Context: an optimization exercise on an open-source flow, tuned for small area. The choices shown serve that exercise and are no tape-out recipe. For this run, only the layout was checked, not whether the RTL still works. Power figures rest on the tool's default switching activity, not on a simulated workload.

File: flow/flow/run.sh
#!/bin/bash
# Own layout flow: ORFS with an area-oriented synthesis (see synth.tcl), small
# port buffers and a clock tree of small buffers without dummy loads.
set -euo pipefail
cd "$(dirname "$0")/.."
W=$(pwd)
export MY_ABC_SCRIPT=$W/flow/abc.scr
make -C "$FLOW_HOME" DESIGN_CONFIG=$W/config.mk WORK_HOME=$W/orfs CLKGATE_MAP_FILE= \
  SYNTH_SCRIPT=$W/flow/synth.tcl ADDER_MAP_FILE= \
  "CTS_ARGS=-sink_clustering_enable -repair_clock_nets -dont_use_dummy_load -buf_list {sky130_fd_sc_hd__clkbuf_4 sky130_fd_sc_hd__clkbuf_8} -root_buf sky130_fd_sc_hd__clkbuf_8" \
  "BUFFER_PORTS_ARGS=-buffer_cell sky130_fd_sc_hd__buf_1" \
  finish > $W/make.log 2>&1
R=$W/orfs/results/sky130hd/pong/base
: # left out here: write the final layout as DEF
File: flow/flow/abc.scr
strash
&get -n
&deepsyn -T 30
&put
dch -f
amap
File: flow/flow/synth.tcl
# The standard flow's synthesis (synth_recipe.tcl) with two changes: no full/half-adder
# extraction (ADDER_MAP_FILE is cleared by run.sh) and an area-oriented ABC
# script in place of ORFS's. Registers are untouched by both.
proc synth {args} { yosys synth -nofsm -noshare {*}$args }
proc abc {args} {
  set i [lsearch -exact $args "-script"]
  if {$i >= 0 && [info exists ::env(MY_ABC_SCRIPT)]} { lset args [expr {$i+1}] $::env(MY_ABC_SCRIPT) }
  yosys abc {*}$args
}
source $::env(SCRIPTS_DIR)/synth.tcl
# left out here: clear keep_hierarchy, flatten, clean up, hide names made inside functions, write 1_2_yosys.v
File: flow/standard.sh
#!/bin/bash
# synth_recipe.tcl (not shown) runs the flow's synth.tcl, then flattens the netlist and writes it again
# the make line also repeats each setting of config.mk as NAME=value (left out here)
make -C /OpenROAD-flow-scripts/flow DESIGN_CONFIG=/design/flow/config.mk WORK_HOME=/design/flow/orfs CLKGATE_MAP_FILE= SYNTH_SCRIPT=/design/flow/synth_recipe.tcl "${@:-finish}"
File: flow/config.mk
export PLATFORM = sky130hd
export DESIGN_NAME = pong
export DESIGN_NICKNAME = pong
export VERILOG_FILES = /design/flow/design.v
export SDC_FILE = /design/flow/constraint.sdc
export NUM_CORES = 4
export LEC_CHECK = 0
export CAP_MARGIN = 20
export CORE_MARGIN = 2
export CORE_UTILIZATION = 40
export SLEW_MARGIN = 20
File: flow/constraint.sdc
create_clock -name core_clock -period 12.0 [get_ports {pclk}]
set_input_delay 2.4000 -clock core_clock [delete_from_list [all_inputs] [get_ports {pclk}]]
set_output_delay 2.4000 -clock core_clock [all_outputs]
set_load 0.01 [all_outputs]
File: flow/design.v
`timescale 1ns / 1ps
module pong(btns, auto, background, pclk, rst, hsync, vsync, red, green, blue);
    input wire pclk;
    input wire rst;
    input wire auto, background;
    input wire[3:0] btns;
    output wire hsync, vsync;
    output wire[4:0] red, blue;
    output wire[5:0] green;
    reg [10:0] q;
    reg [2:0]  m;
    reg [9:0]  hcount, vcount;
    reg [8:0]  paddle1_pos, paddle2_pos;
    reg [9:0]  ball_x;           
    reg [7:0]  ball_yh;          
    reg        vel_x, vel_y;     
    reg        miss;             
    genvar i;
    wire m0   = ~|m;
    wire step = ~|q & m0;                                           
    wire wrap = q[10] & q[9] & q[6] & q[5] & q[2] & q[1] & m[0];    
    wire [11:0] qc;
    wire [10:0] qn;
    assign qc[0] = m[2];
    generate for (i = 0; i < 11; i = i + 1) begin : g_q
        assign qn[i] = q[i] ^ qc[i];
        assign qc[i+1] = q[i] & qc[i];
    end endgenerate
    always @(posedge pclk) begin
        if (rst | wrap) begin
            q <= 0;
            m <= 0;
        end else begin
            m <= {m[1] & m[0], m[1] ^ m[0], ~m[0] & ~m[2]};
            q <= qn;
        end
    end
    wire hend = hcount[9] & hcount[8] & (&hcount[4:0]);    
    wire vend = vcount[9] & vcount[3];                     
    wire [10:0] hc, vc;
    wire [9:0] hn, vn;
    assign hc[0] = m0;
    assign vc[0] = m0 & hend;
    generate for (i = 0; i < 10; i = i + 1) begin : g_hv
        assign hn[i] = hcount[i] ^ hc[i];
        assign hc[i+1] = hcount[i] & hc[i];
        assign vn[i] = vcount[i] ^ vc[i];
        assign vc[i+1] = vcount[i] & vc[i];
    end endgenerate
    always @(posedge pclk) begin
        if (rst | (m0 & hend))
            hcount <= 0;
        else
            hcount <= hn;
        if (rst | (m0 & hend & vend))
            vcount <= 0;
        else
            vcount <= vn;
    end
    wire zone1 = ~vel_x & ~ball_x[9] & ~ball_x[8] & ~ball_x[7] & ~ball_x[6] &
                 ~ball_x[3] & ~ball_x[2] & ~ball_x[1] & ball_x[0];        
    wire zone2 = vel_x & ball_x[9] & ball_x[6] & (&ball_x[3:0]);          
    wire [8:0] pg = vel_x ? paddle2_pos : paddle1_pos;
    wire [8:0] ca, cb;       
    wire [7:0] ph = pg[8:1];
    assign ca[0] = 1'b0;
    generate for (i = 0; i < 8; i = i + 1) begin : g_lo
        assign ca[i+1] = (~ph[i] & ball_yh[i]) | (~(ph[i] ^ ball_yh[i]) & ca[i]);
    end endgenerate
    wire gt_lo = ca[8];
    wire [7:0] d;
    wire [8:0] bw;
    assign bw[0] = 1'b0;
    generate for (i = 0; i < 8; i = i + 1) begin : g_d
        assign d[i] = ball_yh[i] ^ ph[i] ^ bw[i];
        assign bw[i+1] = (~ball_yh[i] & ph[i]) | (~(ball_yh[i] ^ ph[i]) & bw[i]);
    end endgenerate
    wire hit = gt_lo & (d[7:5] == 3'b000) & ((d[4:0] < 5'd30) | ((d[4:0] == 5'd30) & pg[0]));
    wire zone = zone1 | zone2;
    wire wall = (~vel_y & ~|ball_yh) | (vel_y & (&ball_yh[7:5]) & (&ball_yh[3:1]));
    wire init = rst | miss;
    wire p1_top = paddle1_pos[8] & paddle1_pos[7] & paddle1_pos[5] & paddle1_pos[1] & paddle1_pos[0];
    wire p1_bot = ~|paddle1_pos;
    wire p2_top = paddle2_pos[8] & paddle2_pos[7] & paddle2_pos[5] &
                  (paddle2_pos[2] | (paddle2_pos[1] & paddle2_pos[0]));
    wire p2_bot = ~|paddle2_pos;
    wire p1_up = btns[0] & ~p1_top;
    wire p1_dn = btns[1] & ~p1_bot;
    wire p2_up = btns[2] & ~p2_top;
    wire p2_dn = btns[3] & ~p2_bot;
    wire [9:0] p1t, p2t;
    wire [8:0] p1n, p2n;
    assign p1t[0] = step & (p1_up | p1_dn);
    assign p2t[0] = step & (p2_up | p2_dn);
    generate for (i = 0; i < 9; i = i + 1) begin : g_p
        assign p1n[i] = paddle1_pos[i] ^ p1t[i];
        assign p1t[i+1] = p1t[i] & ~(paddle1_pos[i] ^ p1_up);
        assign p2n[i] = paddle2_pos[i] ^ p2t[i];
        assign p2t[i+1] = p2t[i] & ~(paddle2_pos[i] ^ p2_up);
    end endgenerate
    wire [10:0] bxt;
    wire [9:0] bxn;
    assign bxt[0] = step;
    generate for (i = 0; i < 10; i = i + 1) begin : g_bx
        assign bxn[i] = ball_x[i] ^ bxt[i];
        assign bxt[i+1] = bxt[i] & ~(ball_x[i] ^ vel_x);
    end endgenerate
    wire [8:0] byt;
    wire [7:0] byn;
    assign byt[0] = step;
    generate for (i = 0; i < 8; i = i + 1) begin : g_by
        assign byn[i] = ball_yh[i] ^ byt[i];
        assign byt[i+1] = byt[i] & ~(ball_yh[i] ^ vel_y);
    end endgenerate
    wire [7:0] yoff;
    wire [8:0] yb;
    assign yb[0] = 1'b0;
    generate for (i = 0; i < 8; i = i + 1) begin : g_yo
        localparam K = (8'd15 >> i) & 1;
        assign yoff[i] = ball_yh[i] ^ K[0] ^ yb[i];
        assign yb[i+1] = (~ball_yh[i] & (K[0] | yb[i])) | (K[0] & yb[i]);
    end endgenerate
    wire y_hi = (&ball_yh[7:5]) & (|ball_yh[4:1]);    
    wire y_lo = ~|ball_yh[7:4];                                                                                      
    wire [7:0] p2_auto = y_hi ? 8'd210 : y_lo ? 8'd1 : yoff;
    always @(posedge pclk) begin
        miss <= zone & ~hit;
        if (init) begin
            paddle1_pos <= 9'd200;
            paddle2_pos <= 9'd200;
            ball_x      <= 10'd316;
            ball_yh     <= 8'd105;
            vel_x       <= 1'b0;
            vel_y       <= 1'b1;
        end else begin
            if (zone & hit) vel_x <= ~vel_x;
            if (wall) vel_y <= ~vel_y;
            paddle1_pos <= p1n;
            paddle2_pos <= (step & auto) ? {p2_auto, 1'b0} : p2n;
            ball_x  <= bxn;
            ball_yh <= byn;
        end
    end
    assign hsync = hcount[9] | hcount[8] | hcount[7] | (hcount[6] & hcount[5]);    
    assign vsync = |vcount[9:1];                                                      
    wire v_in = (|vcount[9:5] | (&vcount[4:0])) & ~(&vcount[8:0]) & ~vcount[9];     
    wire h_in = (hcount >= 10'd144) && (hcount < 10'd784);
    wire vis  = v_in & h_in;
    wire pcol = ((hcount >= 10'd185) && (hcount <= 10'd193)) || ((hcount >= 10'd735) && (hcount <= 10'd743));
    wire [8:0] pd = hcount[9] ? paddle2_pos : paddle1_pos;
    wire [9:0] e;
    wire [10:0] eb;
    wire [9:0] pd32 = {1'b0, pd} + 10'd32;
    assign eb[0] = 1'b0;
    generate for (i = 0; i < 10; i = i + 1) begin : g_e
        assign e[i] = vcount[i] ^ pd32[i] ^ eb[i];
        assign eb[i+1] = (~vcount[i] & pd32[i]) | (~(vcount[i] ^ pd32[i]) & eb[i]);
    end endgenerate
    wire pad = pcol & ~eb[10] & ~|e[9:6] & ~(&e[5:3] & (e[2] | (e[1] & e[0])));
    wire [9:0] f;
    wire [10:0] fb;
    wire [9:0] bx145 = ball_x + 10'd145;
    assign fb[0] = 1'b0;
    generate for (i = 0; i < 10; i = i + 1) begin : g_f
        assign f[i] = hcount[i] ^ bx145[i] ^ fb[i];
        assign fb[i+1] = (~hcount[i] & bx145[i]) | (~(hcount[i] ^ bx145[i]) & fb[i]);
    end endgenerate
    wire bxon = ~fb[10] & ~|f[9:3] & ~(f[2] & (f[1] | f[0]));
    wire [8:0] g;
    wire [9:0] gb;
    wire [8:0] by16 = {1'b0, ball_yh} + 9'd16;
    assign gb[0] = 1'b0;
    generate for (i = 0; i < 9; i = i + 1) begin : g_g
        assign g[i] = vcount[i+1] ^ by16[i] ^ gb[i];
        assign gb[i+1] = (~vcount[i+1] & by16[i]) | (~(vcount[i+1] ^ by16[i]) & gb[i]);
    end endgenerate
    wire byon = ~gb[9] & ~|g[8:2] & (~g[1] | (~g[0] & ~vcount[0]));
    wire ball = bxon & byon;
    assign red   = {5{pad}};
    assign green = {6{vis & ball & ~pad}};
    assign blue  = {5{vis & ~ball & ~pad}};
endmodule
==> summary.txt <==
Clock latency (worst-skew pair): 0.36 ns
Status: no timing/DRC/antenna violations
Hpwl dp: 9140 um
Netlist cell types: 41
Final WS setup: 5.49 ns
Via/cell ratio: 5.71
PortBufs: 24
Largest stage delay, worst path: 0.71 ns
Root Buffer: clkbuf_8
Num ports: 26
Hold buffer count at CTS: 0
Post-synth EDFFs: 0
Post-synth ARST share: 0%
Routed len/inst: 15.0 um
CP Max Fanout: 15
Vias in the first global route: 4253
Share of cells above drive strength 1: 1.51%
Synth Instances: 644
Post-synthesis sequential area ratio: 33.4%
Worst Path Required: 9.60 ns
CP max stage cell: dfxtp_1
Starting DRT DRC Count: 312
Number of iterations in the first detailed-routing pass: 5
Global placement routability congestion: 0.916
Ant diodes: 0
Synthesis warning total: 1
P&R area growth vs syn: 6.66%
Crit path cell chain: clkinv_1 > o22ai_1 > nor2_1 > or2_0 > a2111oi_0 > nor2_1 > nor2_1 > nor3_1 > or4_1 > nor2b_1 > buf_1
VDD IR-drop max: 56.4 uV
Die Area: 11800 um^2
Total number of vias: 4593
CTS tree: yes
Slew margin rel.: 39.0%
Count of final max-slew check failures: 0
Post-route cell area: 4670 um^2
Initial antenna violation count: 0
Area leader, netlist: dfxtp_1
Most frequent cells after synthesis: nor2_1 (136), clkinv_1 (88), dfxtp_1 (73)
Synthesized area per cell: 6.79 um^2
Post-CTS setup buffers: 0
GRT overflow: 0
Fin crit period: 6.51 ns
Syn nets: 652
CP Launch Type: register
Final net count: 674
Count leader, synth: nor2_1
Final period util: 54.3%
Die span in x: 109 um
Hold Crit Class: register to register
Clk buf depth: 2
Synth top area cells: dfxtp_1 (33%), nor2_1 (12%), clkinv_1 (7.5%)
RSZ-0062 raised after global routing: no
MaxCap Viol Count: 0
TritonCTS buffer count: 9
Clock Skew: 0.0161 ns
Pwr Density: 109 nW/um^2
Die Height: 109 um
Clock sink count: 73
Final WL: 12000 um
Fin. Hold Viols: 0
H-tree depth: 3
Crit path DAT: 4.11 ns
Antenna-violating nets left: 0
Main synth FF type: dfxtp_1
CP Capture Type: primary output
Core Region: 10700 um^2
Setup TNS: 0 ns
DP Worst Slack: 5.89 ns
GRT Util Overall: 21.7%
Clock slew at reported path FFs: 0.08 ns
Worst-Margin Slew: 0.909 ns
F_max: 0.154 GHz
Leakage: 1.50 nW
Placed cell areas: 4540 um^2
Setup Viol. Count Final: 0
Cell row count: 38
First-pass GRT wire length: 20000 um
Initial core utilization: 40.7%
Final Power: 509 uW
CTS resizes: 0
Largest net degree at the start of global routing: 30
Crit-path most repeated cell: nor2_1
Top cell type's share of synthesized area: 33.4%
DR DRC count: 0
WS Path Type: register to primary output
Post-synthesis cell area: 4380 um^2
Flops & latches, synth: 73
[cells by family (layout without fill, tap and decap cells)]
kind of cell           count (synthesis)  count (layout)  synth area share, %
AO/OA/AOI/OAI                        209             209                 31.0
buffers and inverters                102             122                 9.95
AND/OR/NAND/NOR                      260             260                 25.6
flip-flops                            73              73                 33.4
[path summary, 6_finish.rpt]
kind	start	endpoint	slack, ns	depth (start not counted)
worst max-delay path	hcount[9]	green[3]	5.49	11
worst min-delay path	m[1]	m[2]	0.47	2
worst max register to register	q[1]	paddle2_pos[7]	8.30	13
worst min register to register	m[1]	m[2]	0.47	2
[routing by layer]
layer	wire length, um	part of all wire (%)	vias to the layer above	GRT usage [%]
met1	5600	47	2094	28.4
met5	0	0	-	0
met3	601	5.0	29	3.07
met2	5340	44	112	34.0
met4	499	4.1	0	12.4
li1	-	-	2358	-
[cells in the final DEF, fill, tap and decap left out, drive strengths merged, types with 7 or more instances in the layout]
cell type,n
nor2b,11
o22ai,26
clkinv,88
a211oi,24
o21a,8
o21ai,55
a21oi,39
nor2,136
buf,25
dfxtp,73
o221ai,7
clkbuf,9
a22oi,8
nand3,9
nand2,44
nor3,40
[flip-flops by register name, indices dropped and copies added (netlist names)]
| name | count |
|---|---|
| ball_yh | 8 |
| miss | 1 |
| paddle1_pos | 9 |
| m | 3 |
| hcount | 10 |
| paddle2_pos | 9 |
| q | 11 |
| vel_y | 1 |
| vel_x | 1 |
| vcount | 10 |
| ball_x | 10 |
[report_power, final]
group / internal (mW) / switching, mW
Combinational: 0.0295 / 0.0548
Clock: 0.0670 / 0.0860
Sequential: 0.253 / 0.0185
[critical path: cells and delay by family, from the launching register on]
| kind | cells | cell delay (ns) |
|---|---|---|
| flip-flops | 1 | 0.71 |
| AND/OR/NAND/NOR | 7 | 1.40 |
| buffers and inverters | 2 | 0.77 |
| AO/OA/AOI/OAI | 2 | 0.89 |
[through the flow]
step           hold slack (ns)  util (%)  instances
6_report                 0.469      43.4        804
5_1_grt                  0.500      43.4        804
4_1_cts                  0.471      43.4        804
3_5_place_dp             0.460      42.3        795
3_3_place_gp             0.446      42.3        795
2_1_floorplan            0.432         -        644
[area by class of cell]
cell class / count / area [um^2]
Clock buffer: 9 / 124
Inverter: 88 / 330
Tap cell: 140 / 175
Multi-Input combinational cell: 469 / 2480
Timing Repair Buffer: 25 / 97.6
Sequential cell: 73 / 1460
Fill cell: 1169 / 6080

what the ideal ports hide:
The results above use ideal ports. As a check the final layout listed here was re-extracted and re-timed, cells and wires unchanged. Step 1 assumes that a clkbuf_16 drives the clock port and a buf_2 every other input. Step 2 adds t to the input delays and takes it off the output delays; t is the mean of the earliest and latest rising clock arrival at the registers after step 1. Input paths then give back, and output paths get back, about the clock's delay inside the block. Slacks: no drivers / after step 1 / after step 2; pairs: no drivers / after step 1.
shift t [ns]: 0.380
setup WS [ns]: 5.488 / 5.457 / 5.836
worst register clock-pin slew, ns: 0.08 / 0.08
After both steps this run still meets setup and hold. The setup slack of this run moves by -0.031 ns with the drivers and by +0.348 ns with both steps.
